This design comes from an exercise in tuning for small area and a short achievable clock period on the open sky130 flow, not from production work. No run shown here included a check of the RTL's function; only the layout flow was run. Power is estimated from default activity; no workload was simulated.

==> flow/design.v (outline; a module is shown in full before it is edited, if it fits) <==
// module part2: 643 lines
// module fa: 4 lines
// module ha: 4 lines
// module fpmul: 228 lines
module fpmul (
	input             clk,
	input      [31:0] X,
	input      [31:0] Y,
	output     [31:0] result,
	output reg        zero,
	output reg        underflow,
	output reg        overflow,
	output reg        nan
);
  // ...
==> flow/flow/run.sh <==
#!/bin/bash
export BUFFER_PORTS_ARGS="-buffer_cell sky130_fd_sc_hd__buf_1"
bash standard.sh > standard.log 2>&1
==> flow/standard.sh <==
#!/bin/bash
# synth_recipe.tcl (not shown) runs the flow's synth.tcl, then flattens the netlist and writes it again
# the make line also repeats each setting of config.mk as NAME=value (left out here)
make -C /OpenROAD-flow-scripts/flow DESIGN_CONFIG=/design/flow/config.mk WORK_HOME=/design/flow/orfs CLKGATE_MAP_FILE= SYNTH_SCRIPT=/design/flow/synth_recipe.tcl "${@:-finish}"
==> flow/config.mk <==
export PLATFORM = sky130hd
export DESIGN_NAME = fpmul
export DESIGN_NICKNAME = fpmul
export VERILOG_FILES = /design/flow/design.v
export SDC_FILE = /design/flow/constraint.sdc
export NUM_CORES = 4
export LEC_CHECK = 0
export CAP_MARGIN = 20
export CORE_MARGIN = 2
export CORE_UTILIZATION = 40
export SETUP_SLACK_MARGIN = 3.5
export SLEW_MARGIN = 20
export SYNTH_HIERARCHICAL = 1
export SYNTH_MINIMUM_KEEP_SIZE = 0
==> flow/constraint.sdc <==
create_clock -name core_clock -period 8.0 [get_ports {clk}]
set_input_delay 1.6000 -clock core_clock [delete_from_list [all_inputs] [get_ports {clk}]]
set_output_delay 1.6000 -clock core_clock [all_outputs]
set_load 0.01 [all_outputs]
==> results.tsv, run 1 <==
stage	metric	value	unit
cells_and_area	ant diodes	0	
route	DR WL/cell	22.9	µm
worst_setup_path	Buf/Inv on CP	4	
route	router iterations before antenna repair	5	
route	Total Wirelength	56.9	mm
flow_run	number of max-cap violations	0	
cells_and_area	final cell count without fillers	2480	
route	met2 wire length	23.8	mm
sta	Fmax	213	MHz
cells_and_area	commonest non-fill, non-tap cell in the layout	xnor2_1	
die	DIE WIDTH	217	µm
power	NetSw	3710	µW
cells_and_area	area delta synth->final	9.16	%
global_route	antenna violations before repair	1	
cells_and_area	Final Instance Area	19800	µm²
die	# rows	78	
outcome	status	complete, no violations	
global_route	largest net degree at the start of global routing	29	
sta	TNS Setup	0	ps
power	total power	8180	µW
cts	Sinks on Clock Net	182	
hold_path	hold depth	0	
worst_setup_path	critical path data required time	6400	ps
global_route	met1 Usage GRT	32.5	%
cells_and_area	fraction of area in multi-input gates	67.2	%
cells_and_area	Fill cells	4339	
route	via count	15100	
yosys	post-synthesis net count	2244	
hold_path	Hold Path End	e1_q[0]	
global_route	global routing usage on met3	6.86	%
power	Pleak	0.00782	µW
global_route	Overall Global Routing Usage	23.9	%
cells_and_area	Biggest register	hp_q	
cells_and_area	seq_cells	182	
power	cell internal pwr	4470	µW
==> module fpmul, before the edit <==
module fpmul (
	input             clk,
	input      [31:0] X,
	input      [31:0] Y,
	output     [31:0] result,
	output reg        zero,
	output reg        underflow,
	output reg        overflow,
	output reg        nan
);
	wire [24:0] yb = {1'b1, Y[22:0], 1'b0};   
	wire [7:0]  s1_d, s2_d, s3_d, s4_d, neg_d;
	genvar i;
	generate for (i = 0; i < 8; i = i + 1) begin : enc
		wire [2:0] c = yb[3*i+3] ? ~yb[3*i+2:3*i] : yb[3*i+2:3*i];   
		assign s1_d[i]  = ~c[2] & (c[1] ^ c[0]);
		assign s2_d[i]  = (~c[2] & c[1] & c[0]) | (c[2] & ~c[1] & ~c[0]);
		assign s3_d[i]  = c[2] & (c[1] ^ c[0]);
		assign s4_d[i]  = c[2] & c[1] & c[0];
		assign neg_d[i] = yb[3*i+3] & ~(&yb[3*i+2:3*i]);
	end endgenerate
	wire [25:0] x3_d = {2'b01, X[22:0]} + {1'b1, X[22:0], 1'b0};   
	wire [8:0] esum_d = {1'b0, X[30:23]} + {1'b0, Y[30:23]};
	wire       zero_d = (X[30:0] == 31'd0) | (Y[30:0] == 31'd0);
	reg  [22:0] xm_q;
	reg  [25:1] x3_q;
	reg  [7:0]  s1_q, s2_q, s3_q, s4_q, neg_q;
	reg  [8:0]  esum_q;
	reg         zero_q, sign_q;
	always @(posedge clk) begin
		xm_q   <= X[22:0];
		x3_q   <= x3_d[25:1];
		s1_q   <= s1_d;
		s2_q   <= s2_d;
		s3_q   <= s3_d;
		s4_q   <= s4_d;
		neg_q  <= neg_d;
		esum_q <= esum_d;
		zero_q <= zero_d;
		sign_q <= X[31] ^ Y[31];
	end
	wire [1:0]  lg_d, lp_d;
	wire [29:0] hp_d, hg_d;
	part2 core (.xm(xm_q), .x3(x3_q), .s1(s1_q), .s2(s2_q), .s3(s3_q), .s4(s4_q), .neg(neg_q),
		.lg(lg_d), .lp(lp_d), .hp(hp_d), .hg(hg_d));
	wire       uf_d  = ~zero_q & (esum_q < 9'd127);
	wire       nan_d = ~zero_q & (esum_q == 9'd382);
	wire       of_d  = ~zero_q & (esum_q > 9'd382);
	wire [8:0] e0_d  = esum_q - 9'd127;
	wire [8:0] e1_d  = esum_q - 9'd126;
	reg  [1:0]  lg_q, lp_q;
	reg  [29:0] hp_q, hg_q;
	reg  [7:0]  e0_q, e1_q;
	reg         sign_r;
	always @(posedge clk) begin
		lg_q      <= lg_d;
		lp_q      <= lp_d;
		hp_q      <= hp_d;
		hg_q      <= hg_d;
		e0_q      <= e0_d[7:0];
		e1_q      <= e1_d[7:0];
		sign_r    <= sign_q & ~zero_q & ~(esum_q < 9'd127);
		zero      <= zero_q;
		underflow <= uf_d;
		overflow  <= of_d;
		nan       <= nan_d;
	end
	wire        cin = lg_q[1] | (lp_q[1] & (lg_q[0]));   
	wire g0_1 = hg_q[0] | (hp_q[0] & cin);
	wire g0_3 = hg_q[2] | (hp_q[2] & hg_q[1]);
	wire p0_3 = hp_q[2] & hp_q[1];
	wire g0_5 = hg_q[4] | (hp_q[4] & hg_q[3]);
	wire p0_5 = hp_q[4] & hp_q[3];
	wire g0_7 = hg_q[6] | (hp_q[6] & hg_q[5]);
	wire p0_7 = hp_q[6] & hp_q[5];
	wire g0_9 = hg_q[8] | (hp_q[8] & hg_q[7]);
	wire p0_9 = hp_q[8] & hp_q[7];
	wire g0_11 = hg_q[10] | (hp_q[10] & hg_q[9]);
	wire p0_11 = hp_q[10] & hp_q[9];
	wire g0_13 = hg_q[12] | (hp_q[12] & hg_q[11]);
	wire p0_13 = hp_q[12] & hp_q[11];
	wire g0_15 = hg_q[14] | (hp_q[14] & hg_q[13]);
	wire p0_15 = hp_q[14] & hp_q[13];
	wire g0_17 = hg_q[16] | (hp_q[16] & hg_q[15]);
	wire p0_17 = hp_q[16] & hp_q[15];
	wire g0_19 = hg_q[18] | (hp_q[18] & hg_q[17]);
	wire p0_19 = hp_q[18] & hp_q[17];
	wire g0_21 = hg_q[20] | (hp_q[20] & hg_q[19]);
	wire p0_21 = hp_q[20] & hp_q[19];
	wire g0_23 = hg_q[22] | (hp_q[22] & hg_q[21]);
	wire p0_23 = hp_q[22] & hp_q[21];
	wire g0_25 = hg_q[24] | (hp_q[24] & hg_q[23]);
	wire p0_25 = hp_q[24] & hp_q[23];
	wire g0_27 = hg_q[26] | (hp_q[26] & hg_q[25]);
	wire p0_27 = hp_q[26] & hp_q[25];
	wire g0_29 = hg_q[28] | (hp_q[28] & hg_q[27]);
	wire p0_29 = hp_q[28] & hp_q[27];
	wire g1_2 = hg_q[1] | (hp_q[1] & g0_1);
	wire p1_2 = hp_q[1] & 1'b0;
	wire g1_3 = g0_3 | (p0_3 & g0_1);
	wire p1_3 = p0_3 & 1'b0;
	wire g1_6 = hg_q[5] | (hp_q[5] & g0_5);
	wire p1_6 = hp_q[5] & p0_5;
	wire g1_7 = g0_7 | (p0_7 & g0_5);
	wire p1_7 = p0_7 & p0_5;
	wire g1_10 = hg_q[9] | (hp_q[9] & g0_9);
	wire p1_10 = hp_q[9] & p0_9;
	wire g1_11 = g0_11 | (p0_11 & g0_9);
	wire p1_11 = p0_11 & p0_9;
	wire g1_14 = hg_q[13] | (hp_q[13] & g0_13);
	wire p1_14 = hp_q[13] & p0_13;
	wire g1_15 = g0_15 | (p0_15 & g0_13);
	wire p1_15 = p0_15 & p0_13;
	wire g1_18 = hg_q[17] | (hp_q[17] & g0_17);
	wire p1_18 = hp_q[17] & p0_17;
	wire g1_19 = g0_19 | (p0_19 & g0_17);
	wire p1_19 = p0_19 & p0_17;
	wire g1_22 = hg_q[21] | (hp_q[21] & g0_21);
	wire p1_22 = hp_q[21] & p0_21;
	wire g1_23 = g0_23 | (p0_23 & g0_21);
	wire p1_23 = p0_23 & p0_21;
	wire g1_26 = hg_q[25] | (hp_q[25] & g0_25);
	wire p1_26 = hp_q[25] & p0_25;
	wire g1_27 = g0_27 | (p0_27 & g0_25);
	wire p1_27 = p0_27 & p0_25;
	wire g1_30 = hg_q[29] | (hp_q[29] & g0_29);
	wire p1_30 = hp_q[29] & p0_29;
	wire g2_4 = hg_q[3] | (hp_q[3] & g1_3);
	wire p2_4 = hp_q[3] & p1_3;
	wire g2_5 = g0_5 | (p0_5 & g1_3);
	wire p2_5 = p0_5 & p1_3;
	wire g2_6 = g1_6 | (p1_6 & g1_3);
	wire p2_6 = p1_6 & p1_3;
	wire g2_7 = g1_7 | (p1_7 & g1_3);
	wire p2_7 = p1_7 & p1_3;
	wire g2_12 = hg_q[11] | (hp_q[11] & g1_11);
	wire p2_12 = hp_q[11] & p1_11;
	wire g2_13 = g0_13 | (p0_13 & g1_11);
	wire p2_13 = p0_13 & p1_11;
	wire g2_14 = g1_14 | (p1_14 & g1_11);
	wire p2_14 = p1_14 & p1_11;
	wire g2_15 = g1_15 | (p1_15 & g1_11);
	wire p2_15 = p1_15 & p1_11;
	wire g2_20 = hg_q[19] | (hp_q[19] & g1_19);
	wire p2_20 = hp_q[19] & p1_19;
	wire g2_21 = g0_21 | (p0_21 & g1_19);
	wire p2_21 = p0_21 & p1_19;
	wire g2_22 = g1_22 | (p1_22 & g1_19);
	wire p2_22 = p1_22 & p1_19;
	wire g2_23 = g1_23 | (p1_23 & g1_19);
	wire p2_23 = p1_23 & p1_19;
	wire g2_28 = hg_q[27] | (hp_q[27] & g1_27);
	wire p2_28 = hp_q[27] & p1_27;
	wire g2_29 = g0_29 | (p0_29 & g1_27);
	wire p2_29 = p0_29 & p1_27;
	wire g2_30 = g1_30 | (p1_30 & g1_27);
	wire p2_30 = p1_30 & p1_27;
	wire g3_8 = hg_q[7] | (hp_q[7] & g2_7);
	wire p3_8 = hp_q[7] & p2_7;
	wire g3_9 = g0_9 | (p0_9 & g2_7);
	wire p3_9 = p0_9 & p2_7;
	wire g3_10 = g1_10 | (p1_10 & g2_7);
	wire p3_10 = p1_10 & p2_7;
	wire g3_11 = g1_11 | (p1_11 & g2_7);
	wire p3_11 = p1_11 & p2_7;
	wire g3_12 = g2_12 | (p2_12 & g2_7);
	wire p3_12 = p2_12 & p2_7;
	wire g3_13 = g2_13 | (p2_13 & g2_7);
	wire p3_13 = p2_13 & p2_7;
	wire g3_14 = g2_14 | (p2_14 & g2_7);
	wire p3_14 = p2_14 & p2_7;
	wire g3_15 = g2_15 | (p2_15 & g2_7);
	wire p3_15 = p2_15 & p2_7;
	wire g3_24 = hg_q[23] | (hp_q[23] & g2_23);
	wire p3_24 = hp_q[23] & p2_23;
	wire g3_25 = g0_25 | (p0_25 & g2_23);
	wire p3_25 = p0_25 & p2_23;
	wire g3_26 = g1_26 | (p1_26 & g2_23);
	wire p3_26 = p1_26 & p2_23;
	wire g3_27 = g1_27 | (p1_27 & g2_23);
	wire p3_27 = p1_27 & p2_23;
	wire g3_28 = g2_28 | (p2_28 & g2_23);
	wire p3_28 = p2_28 & p2_23;
	wire g3_29 = g2_29 | (p2_29 & g2_23);
	wire p3_29 = p2_29 & p2_23;
	wire g3_30 = g2_30 | (p2_30 & g2_23);
	wire p3_30 = p2_30 & p2_23;
	wire g4_16 = hg_q[15] | (hp_q[15] & g3_15);
	wire p4_16 = hp_q[15] & p3_15;
	wire g4_17 = g0_17 | (p0_17 & g3_15);
	wire p4_17 = p0_17 & p3_15;
	wire g4_18 = g1_18 | (p1_18 & g3_15);
	wire p4_18 = p1_18 & p3_15;
	wire g4_19 = g1_19 | (p1_19 & g3_15);
	wire p4_19 = p1_19 & p3_15;
	wire g4_20 = g2_20 | (p2_20 & g3_15);
	wire p4_20 = p2_20 & p3_15;
	wire g4_21 = g2_21 | (p2_21 & g3_15);
	wire p4_21 = p2_21 & p3_15;
	wire g4_22 = g2_22 | (p2_22 & g3_15);
	wire p4_22 = p2_22 & p3_15;
	wire g4_23 = g2_23 | (p2_23 & g3_15);
	wire p4_23 = p2_23 & p3_15;
	wire g4_24 = g3_24 | (p3_24 & g3_15);
	wire p4_24 = p3_24 & p3_15;
	wire g4_25 = g3_25 | (p3_25 & g3_15);
	wire p4_25 = p3_25 & p3_15;
	wire g4_26 = g3_26 | (p3_26 & g3_15);
	wire p4_26 = p3_26 & p3_15;
	wire g4_27 = g3_27 | (p3_27 & g3_15);
	wire p4_27 = p3_27 & p3_15;
	wire g4_28 = g3_28 | (p3_28 & g3_15);
	wire p4_28 = p3_28 & p3_15;
	wire g4_29 = g3_29 | (p3_29 & g3_15);
	wire p4_29 = p3_29 & p3_15;
	wire g4_30 = g3_30 | (p3_30 & g3_15);
	wire p4_30 = p3_30 & p3_15;
	wire [29:0] cy = {g4_29, g4_28, g4_27, g4_26, g4_25, g4_24, g4_23, g4_22, g4_21, g4_20, g4_19, g4_18, g4_17, g4_16, g3_15, g3_14, g3_13, g3_12, g3_11, g3_10, g3_9, g3_8, g2_7, g2_6, g2_5, g2_4, g1_3, g1_2, g0_1, cin};   
	wire [29:0] sum = hp_q ^ cy;
	wire [24:0] t = sum[29:5];   
	wire        kill = zero | underflow | overflow | nan;
	wire [22:0] mant = t[24] ? t[23:1] : t[22:0];
	wire [7:0]  ex   = t[24] ? e1_q : e0_q;
	assign result[31]    = sign_r;
	assign result[30:23] = (overflow | nan) ? 8'hFF : kill ? 8'h00 : ex;
	assign result[22:1]  = kill ? 22'd0 : mant[22:1];
	assign result[0]     = underflow | (~kill & mant[0]);
endmodule
==> run 2, diff against run 1 <==
--- a/flow/design.v
+++ b/flow/design.v
@@ -1,15 +1,15 @@
 module part2 (
 	input  [22:0] xm,
 	input  [25:1] x3,             
 	input  [7:0]  s1, s2, s3, s4,  
 	input  [7:0]  neg,            
-	output [1:0]  lg, lp,          
-	output [29:0] hp, hg           
+	output [2:0]  lg, lp,          
+	output [24:0] hp, hg           
 );
 	wire pp0_0 = ((s1[0] & xm[0]) | (s3[0] & xm[0])) ^ neg[0];
 	wire pp0_1 = ((s1[0] & xm[1]) | (s2[0] & xm[0]) | (s3[0] & x3[1])) ^ neg[0];
 	wire pp0_2 = ((s1[0] & xm[2]) | (s2[0] & xm[1]) | (s3[0] & x3[2]) | (s4[0] & xm[0])) ^ neg[0];
 	wire pp0_3 = ((s1[0] & xm[3]) | (s2[0] & xm[2]) | (s3[0] & x3[3]) | (s4[0] & xm[1])) ^ neg[0];
 	wire pp0_4 = ((s1[0] & xm[4]) | (s2[0] & xm[3]) | (s3[0] & x3[4]) | (s4[0] & xm[2])) ^ neg[0];
 	wire pp0_5 = ((s1[0] & xm[5]) | (s2[0] & xm[4]) | (s3[0] & x3[5]) | (s4[0] & xm[3])) ^ neg[0];
 	wire pp0_6 = ((s1[0] & xm[6]) | (s2[0] & xm[5]) | (s3[0] & x3[6]) | (s4[0] & xm[4])) ^ neg[0];
@@ -633,18 +633,21 @@
 	wire [47:0] ra = {wk406, ws405, ws401, wk394, wk388, ws387, wk376, wk368, ws367, wk352, wk342, ws341, wk322, wk310, ws309, wk286, wk272, ws271, wk244, wk228, wk212, ws211, wk182, wk168, wk154, wk140, wk126, wk114, ws111, wk90, wk80, wk70, wk60, ws57, ws49, wk36, wk30, ws27, ws21, wk14, ws11, ws7, wk4, wk2, pp1_0, pp0_2, pp0_1, neg[0]};
 	wire [47:0] rb = {ws407, wk402, wk398, ws397, ws393, wk382, ws381, ws375, wk360, ws359, ws351, wk332, ws331, ws321, wk298, ws297, ws285, wk258, ws257, ws243, ws227, wk196, ws195, ws181, ws167, ws153, ws139, ws125, ws113, ws101, ws89, ws79, ws69, ws59, ws51, ws43, ws35, ws29, ws23, ws17, ws13, ws9, ws5, ws3, ws1, 1'b0, 1'b0, pp0_0};
 	wire [12:0] l0 = {1'b0, ra[11:0]} + {1'b0, rb[11:0]};
 	assign lg[0] = l0[12];
 	assign lp[0] = &(ra[11:0] ^ rb[11:0]);
 	wire [6:0] l1 = {1'b0, ra[17:12]} + {1'b0, rb[17:12]};
 	assign lg[1] = l1[6];
 	assign lp[1] = &(ra[17:12] ^ rb[17:12]);
-	assign hp = ra[47:18] ^ rb[47:18];
-	assign hg = ra[47:18] & rb[47:18];
+	wire [5:0] l2 = {1'b0, ra[22:18]} + {1'b0, rb[22:18]};
+	assign lg[2] = l2[5];
+	assign lp[2] = &(ra[22:18] ^ rb[22:18]);
+	assign hp = ra[47:23] ^ rb[47:23];
+	assign hg = ra[47:23] & rb[47:23];
 endmodule
 module fa (input a, b, c, output s, k);
 	assign s = a ^ b ^ c;
 	assign k = (a & b) | (a & c) | (b & c);
 endmodule
 module ha (input a, b, output s, k);
 	assign s = a ^ b;
 	assign k = a & b;
@@ -685,43 +688,43 @@
 		s2_q   <= s2_d;
 		s3_q   <= s3_d;
 		s4_q   <= s4_d;
 		neg_q  <= neg_d;
 		esum_q <= esum_d;
 		zero_q <= zero_d;
 		sign_q <= X[31] ^ Y[31];
 	end
-	wire [1:0]  lg_d, lp_d;
-	wire [29:0] hp_d, hg_d;
+	wire [2:0]  lg_d, lp_d;
+	wire [24:0] hp_d, hg_d;
 	part2 core (.xm(xm_q), .x3(x3_q), .s1(s1_q), .s2(s2_q), .s3(s3_q), .s4(s4_q), .neg(neg_q),
 		.lg(lg_d), .lp(lp_d), .hp(hp_d), .hg(hg_d));
 	wire       uf_d  = ~zero_q & (esum_q < 9'd127);
 	wire       nan_d = ~zero_q & (esum_q == 9'd382);
 	wire       of_d  = ~zero_q & (esum_q > 9'd382);
 	wire [8:0] e0_d  = esum_q - 9'd127;
 	wire [8:0] e1_d  = esum_q - 9'd126;
-	reg  [1:0]  lg_q, lp_q;
-	reg  [29:0] hp_q, hg_q;
+	reg  [2:0]  lg_q, lp_q;
+	reg  [24:0] hp_q, hg_q;
 	reg  [7:0]  e0_q, e1_q;
 	reg         sign_r;
 	always @(posedge clk) begin
 		lg_q      <= lg_d;
 		lp_q      <= lp_d;
 		hp_q      <= hp_d;
 		hg_q      <= hg_d;
 		e0_q      <= e0_d[7:0];
 		e1_q      <= e1_d[7:0];
 		sign_r    <= sign_q & ~zero_q & ~(esum_q < 9'd127);
 		zero      <= zero_q;
 		underflow <= uf_d;
 		overflow  <= of_d;
 		nan       <= nan_d;
 	end
-	wire        cin = lg_q[1] | (lp_q[1] & (lg_q[0]));   
+	wire        cin = lg_q[2] | (lp_q[2] & (lg_q[1] | (lp_q[1] & (lg_q[0]))));   
 	wire g0_1 = hg_q[0] | (hp_q[0] & cin);
 	wire g0_3 = hg_q[2] | (hp_q[2] & hg_q[1]);
 	wire p0_3 = hp_q[2] & hp_q[1];
 	wire g0_5 = hg_q[4] | (hp_q[4] & hg_q[3]);
 	wire p0_5 = hp_q[4] & hp_q[3];
 	wire g0_7 = hg_q[6] | (hp_q[6] & hg_q[5]);
 	wire p0_7 = hp_q[6] & hp_q[5];
 	wire g0_9 = hg_q[8] | (hp_q[8] & hg_q[7]);
@@ -737,20 +740,16 @@
 	wire g0_19 = hg_q[18] | (hp_q[18] & hg_q[17]);
 	wire p0_19 = hp_q[18] & hp_q[17];
 	wire g0_21 = hg_q[20] | (hp_q[20] & hg_q[19]);
 	wire p0_21 = hp_q[20] & hp_q[19];
 	wire g0_23 = hg_q[22] | (hp_q[22] & hg_q[21]);
 	wire p0_23 = hp_q[22] & hp_q[21];
 	wire g0_25 = hg_q[24] | (hp_q[24] & hg_q[23]);
 	wire p0_25 = hp_q[24] & hp_q[23];
-	wire g0_27 = hg_q[26] | (hp_q[26] & hg_q[25]);
-	wire p0_27 = hp_q[26] & hp_q[25];
-	wire g0_29 = hg_q[28] | (hp_q[28] & hg_q[27]);
-	wire p0_29 = hp_q[28] & hp_q[27];
 	wire g1_2 = hg_q[1] | (hp_q[1] & g0_1);
 	wire p1_2 = hp_q[1] & 1'b0;
 	wire g1_3 = g0_3 | (p0_3 & g0_1);
 	wire p1_3 = p0_3 & 1'b0;
 	wire g1_6 = hg_q[5] | (hp_q[5] & g0_5);
 	wire p1_6 = hp_q[5] & p0_5;
 	wire g1_7 = g0_7 | (p0_7 & g0_5);
 	wire p1_7 = p0_7 & p0_5;
@@ -765,22 +764,16 @@
 	wire g1_18 = hg_q[17] | (hp_q[17] & g0_17);
 	wire p1_18 = hp_q[17] & p0_17;
 	wire g1_19 = g0_19 | (p0_19 & g0_17);
 	wire p1_19 = p0_19 & p0_17;
 	wire g1_22 = hg_q[21] | (hp_q[21] & g0_21);
 	wire p1_22 = hp_q[21] & p0_21;
 	wire g1_23 = g0_23 | (p0_23 & g0_21);
 	wire p1_23 = p0_23 & p0_21;
-	wire g1_26 = hg_q[25] | (hp_q[25] & g0_25);
-	wire p1_26 = hp_q[25] & p0_25;
-	wire g1_27 = g0_27 | (p0_27 & g0_25);
-	wire p1_27 = p0_27 & p0_25;
-	wire g1_30 = hg_q[29] | (hp_q[29] & g0_29);
-	wire p1_30 = hp_q[29] & p0_29;
 	wire g2_4 = hg_q[3] | (hp_q[3] & g1_3);
 	wire p2_4 = hp_q[3] & p1_3;
 	wire g2_5 = g0_5 | (p0_5 & g1_3);
 	wire p2_5 = p0_5 & p1_3;
 	wire g2_6 = g1_6 | (p1_6 & g1_3);
 	wire p2_6 = p1_6 & p1_3;
 	wire g2_7 = g1_7 | (p1_7 & g1_3);
 	wire p2_7 = p1_7 & p1_3;
@@ -795,22 +788,16 @@
 	wire g2_20 = hg_q[19] | (hp_q[19] & g1_19);
 	wire p2_20 = hp_q[19] & p1_19;
 	wire g2_21 = g0_21 | (p0_21 & g1_19);
 	wire p2_21 = p0_21 & p1_19;
 	wire g2_22 = g1_22 | (p1_22 & g1_19);
 	wire p2_22 = p1_22 & p1_19;
 	wire g2_23 = g1_23 | (p1_23 & g1_19);
 	wire p2_23 = p1_23 & p1_19;
-	wire g2_28 = hg_q[27] | (hp_q[27] & g1_27);
-	wire p2_28 = hp_q[27] & p1_27;
-	wire g2_29 = g0_29 | (p0_29 & g1_27);
-	wire p2_29 = p0_29 & p1_27;
-	wire g2_30 = g1_30 | (p1_30 & g1_27);
-	wire p2_30 = p1_30 & p1_27;
 	wire g3_8 = hg_q[7] | (hp_q[7] & g2_7);
 	wire p3_8 = hp_q[7] & p2_7;
 	wire g3_9 = g0_9 | (p0_9 & g2_7);
 	wire p3_9 = p0_9 & p2_7;
 	wire g3_10 = g1_10 | (p1_10 & g2_7);
 	wire p3_10 = p1_10 & p2_7;
 	wire g3_11 = g1_11 | (p1_11 & g2_7);
 	wire p3_11 = p1_11 & p2_7;
@@ -821,26 +808,16 @@
 	wire g3_14 = g2_14 | (p2_14 & g2_7);
 	wire p3_14 = p2_14 & p2_7;
 	wire g3_15 = g2_15 | (p2_15 & g2_7);
 	wire p3_15 = p2_15 & p2_7;
 	wire g3_24 = hg_q[23] | (hp_q[23] & g2_23);
 	wire p3_24 = hp_q[23] & p2_23;
 	wire g3_25 = g0_25 | (p0_25 & g2_23);
 	wire p3_25 = p0_25 & p2_23;
-	wire g3_26 = g1_26 | (p1_26 & g2_23);
-	wire p3_26 = p1_26 & p2_23;
-	wire g3_27 = g1_27 | (p1_27 & g2_23);
-	wire p3_27 = p1_27 & p2_23;
-	wire g3_28 = g2_28 | (p2_28 & g2_23);
-	wire p3_28 = p2_28 & p2_23;
-	wire g3_29 = g2_29 | (p2_29 & g2_23);
-	wire p3_29 = p2_29 & p2_23;
-	wire g3_30 = g2_30 | (p2_30 & g2_23);
-	wire p3_30 = p2_30 & p2_23;
 	wire g4_16 = hg_q[15] | (hp_q[15] & g3_15);
 	wire p4_16 = hp_q[15] & p3_15;
 	wire g4_17 = g0_17 | (p0_17 & g3_15);
 	wire p4_17 = p0_17 & p3_15;
 	wire g4_18 = g1_18 | (p1_18 & g3_15);
 	wire p4_18 = p1_18 & p3_15;
 	wire g4_19 = g1_19 | (p1_19 & g3_15);
 	wire p4_19 = p1_19 & p3_15;
@@ -851,29 +828,19 @@
 	wire g4_22 = g2_22 | (p2_22 & g3_15);
 	wire p4_22 = p2_22 & p3_15;
 	wire g4_23 = g2_23 | (p2_23 & g3_15);
 	wire p4_23 = p2_23 & p3_15;
 	wire g4_24 = g3_24 | (p3_24 & g3_15);
 	wire p4_24 = p3_24 & p3_15;
 	wire g4_25 = g3_25 | (p3_25 & g3_15);
 	wire p4_25 = p3_25 & p3_15;
-	wire g4_26 = g3_26 | (p3_26 & g3_15);
-	wire p4_26 = p3_26 & p3_15;
-	wire g4_27 = g3_27 | (p3_27 & g3_15);
-	wire p4_27 = p3_27 & p3_15;
-	wire g4_28 = g3_28 | (p3_28 & g3_15);
-	wire p4_28 = p3_28 & p3_15;
-	wire g4_29 = g3_29 | (p3_29 & g3_15);
-	wire p4_29 = p3_29 & p3_15;
-	wire g4_30 = g3_30 | (p3_30 & g3_15);
-	wire p4_30 = p3_30 & p3_15;
-	wire [29:0] cy = {g4_29, g4_28, g4_27, g4_26, g4_25, g4_24, g4_23, g4_22, g4_21, g4_20, g4_19, g4_18, g4_17, g4_16, g3_15, g3_14, g3_13, g3_12, g3_11, g3_10, g3_9, g3_8, g2_7, g2_6, g2_5, g2_4, g1_3, g1_2, g0_1, cin};   
-	wire [29:0] sum = hp_q ^ cy;
-	wire [24:0] t = sum[29:5];   
+	wire [24:0] cy = {g4_24, g4_23, g4_22, g4_21, g4_20, g4_19, g4_18, g4_17, g4_16, g3_15, g3_14, g3_13, g3_12, g3_11, g3_10, g3_9, g3_8, g2_7, g2_6, g2_5, g2_4, g1_3, g1_2, g0_1, cin};   
+	wire [24:0] sum = hp_q ^ cy;
+	wire [24:0] t = sum[24:0];   
 	wire        kill = zero | underflow | overflow | nan;
 	wire [22:0] mant = t[24] ? t[23:1] : t[22:0];
 	wire [7:0]  ex   = t[24] ? e1_q : e0_q;
 	assign result[31]    = sign_r;
 	assign result[30:23] = (overflow | nan) ? 8'hFF : kill ? 8'h00 : ex;
 	assign result[22:1]  = kill ? 22'd0 : mant[22:1];
 	assign result[0]     = underflow | (~kill & mant[0]);
 endmodule
==> run 2 against run 1 <==
Net effect:
- still clean on timing, DRC and antenna
- sequential share of layout area decreased by 1.4 points
- cell count decreased by 0.40%
- count of clock-buffer cells in the layout decreased by 2
- synthesized cell count decreased by 1.9%
- critical endpoint is now result[17]
- highest routed layer unchanged
==> results.tsv, run 2 <==
stage	metric	value	unit	change
sta	final setup violating endpoints	0		
sta	fin. max-slew vios	0		
global_route	antenna violations before repair	2		+1
route	initial DRC count	1234		
cts	htree depth	4		
worst_setup_path	critical path capture point type	primary output		
cts	CTS Root Cell	clkbuf_16		
flow_run	number of max-cap violations	0		unchanged
cells_and_area	ant diodes	0		unchanged
place	Placer Congestion	0.871		
cells_and_area	area delta synth->final	9.08	%	about the same
worst_setup_path	Critical R2R Launch	s3_q[6]		
yosys	cells after synthesis	1841		
worst_setup_path	Crit Path Class	reg -> out		
sta	crit path time final	5000	ps	
global_route	largest net degree at the start of global routing	32		+10%
cells_and_area	Layout Utilization	44.0	%	
hold_path	Tightest Hold Check Type	reg -> reg		
cts	CTS Buf Count	17		
route	router iterations before antenna repair	7		+2
route	post-route ant nets	0		
die	Placeable Area	46500	µm²	
cells_and_area	Fill cells	4343		+0.092%
worst_setup_path	data arrival time of the critical path	3400	ps	
power	worst vdd ir	0.342	mV	
yosys	post-synthesis net count	2210		-1.5%
die	Die ar.	48600	µm²	
sta	Slew @ Worst Pin	1150	ps	
sta	RSZ-0062 raised after global routing	yes		
power	Pleak	0.00807	µW	+3.2%
die	Starting Density	40.4	%	
cells_and_area	Largest regs	hp_q (25), x3_q (25), hg_q (24)		
hold_path	hold_sp	zero_q		
cells_and_area	commonest non-fill, non-tap cell in the layout	xnor2_1		
worst_setup_path	Startpoint Class	register		
sta	period utilization	62.5	%	
hold_path	Hold Path End	zero		
cts	Sinks on Clock Net	174		-4.4%
worst_setup_path	CP max FO	6		
global_route	global-route wire length before repair	89.7	mm	
die	# rows	79		+1.3%
cells_and_area	share of cells above drive strength 1	17.3	%	
sta	max_slew headroom	23.1	%	
global_route	Overall Global Routing Usage	24.2	%	+0.29 points
sta	final hold vios	0		
global_route	number of global-route vias before repair	14700		
cts	CTS tree	yes		
sta	clk_skew	23.3	ps	
route	drc violations	0		
sta	TNS Setup	0	ps	unchanged
route	drt via density	6.07		
yosys	Mapped Area	18800	µm²	
die	DIE WIDTH	221	µm	+1.6%
cells_and_area	# nets final	2220		
die	Die Ht	221	µm	
yosys	Syn Area/Cell	10.2	µm²	
hold_path	hold depth	0		unchanged
worst_setup_path	RR Endpoint	hp_q[6]		
place	IO buf count	100		
route	DR WL/cell	23.7	µm	+3.3%
yosys	Syn. warnings	7		
power	Cell Pwr Density	411	nW/µm²	
cells_and_area	commonest cells after routing, fill and taps aside	247 x xnor2_1, 167 x a22o_1, 166 x dfxtp_1, 154 x fa_1, 149 x ha_1		
cts	Clock Latency Late Sink	460	ps	
worst_setup_path	critical path data required time	6400	ps	about the same
cts	clock slew at reported path FFs	90	ps	
outcome	status	complete, no violations		
sta	Fmax	200	MHz	-6.1%
place	DP HPWL	39.2	mm	
worst_setup_path	R2R cell count	9		
worst_setup_path	Setup crit start	lg_q[1]		
route	Total Wirelength	58.5	mm	+2.9%
cts	clk buf depth	2		
global_route	total grt overflow	0		
die	I/O Pins	101		
route	via count	15000		-0.55%
sta	Fin Hold WS	455	ps	
worst_setup_path	setup slack, reg-to-reg	3730	ps	
[run 2: where the power goes]
group	switching, µW	internal (µW)	leakage [µW]
sequential	319	1170	0.00146
combinational	3160	2880	0.00630
clock	399	478	0.000304
total	3870	4530	0.00807
[run 2: worst max-delay path by stage]
stage	endpoint	cells past startpoint
CTS	result[17]	18
global placement	result[16]	12
finish	result[17]	18
detailed placement	result[16]	12
floorplan	result[18]	13
global route	result[17]	18
[run 2: layout make-up]
| cell class | instances | area [µm²] | area share (%) |
|---|---|---|---|
| Sequential cell | 174 | 3490 | 17.1 |
| Multi-Input combinational cell | 1371 | 14000 | 68.3 |
| Clock inverter | 14 | 198 | 0.966 |
| Tap cell | 607 | 759 | 3.71 |
| Inverter | 99 | 372 | 1.82 |
| Clock buffer | 17 | 425 | 2.08 |
| Timing Repair Buffer | 188 | 1230 | 6.01 |
[run 2: metrics by stage]
step	power [µW]	setup WS (ps)	instances	instance area (µm²)
floorplan	5380	3480	1841	18800
global placement	6880	2680	2406	19200
detailed placement	6940	2550	2406	19200
CTS	8340	2930	2466	20300
global route	9300	2830	2470	20500
finish	8400	3000	2470	20500
[run 2: critical path, cell delays in order (launching register included)]
cell and delay (ps):
dfxtp_1 310, a21o_1 140, a21o_1 160, ha_2 180
nor2_4 90, o21ai_2 70, a311oi_2 230, buf_4 170
o221ai_4 110, a311oi_4 290, buf_6 170, buf_12 110
xor2_4 70, buf_6 160, buf_12 130, o21ai_2 120
o21ai_1 70, a211oi_1 160, buf_2 170
[run 2: timing repair]
action                     CTS  global route
resized for setup           58            26
pin swaps                   27            13
setup buffers               24             4
setup endpoints to repair   31            33
hold buffers                 0             0
cloned                       5             0
[run 2: per-layer routing]
| layer | wire length (µm) | up-vias | part of all wire, % | track usage, % |
|---|---|---|---|---|
| met4 | 2250 | 4 | 3.8 | 9.69 |
| li1 | - | 6711 | - | - |
| met5 | 28 | - | 0.048 | 0 |
| met2 | 24800 | 746 | 42 | 36.1 |
| met3 | 6110 | 144 | 10 | 7.20 |
| met1 | 25400 | 7378 | 43 | 32.8 |

-- separate check: timing with driven ports --
How much do the figures lean on ideal ports? The routed layouts below were timed once more, with nothing changed but the port constraints. Step 1, drivers: a clkbuf_16 drives clk and a buf_2 each remaining input, both assumed. Step 2 moves the port delays by t, midway between the first and last clock arrival at a register: inputs arrive t later, outputs are due t later. That takes back most of the time a late clock gives input paths. a / b / c = ideal / step 1 / step 2; a / b = the first two.
run | t (ns) | slack for setup (ns) | worst hold slack (ns) | latest minus earliest clock arrival (ns)
run 1 | 0.516 | 3.309 / 3.255 / 3.361 | 0.447 / 0.447 / 0.447 | 0.018 / 0.018
run 2 | 0.506 | 3.003 / 2.946 / 3.453 | 0.455 / 0.455 / 0.455 | 0.024 / 0.023
After both steps every run listed still meets setup and hold.
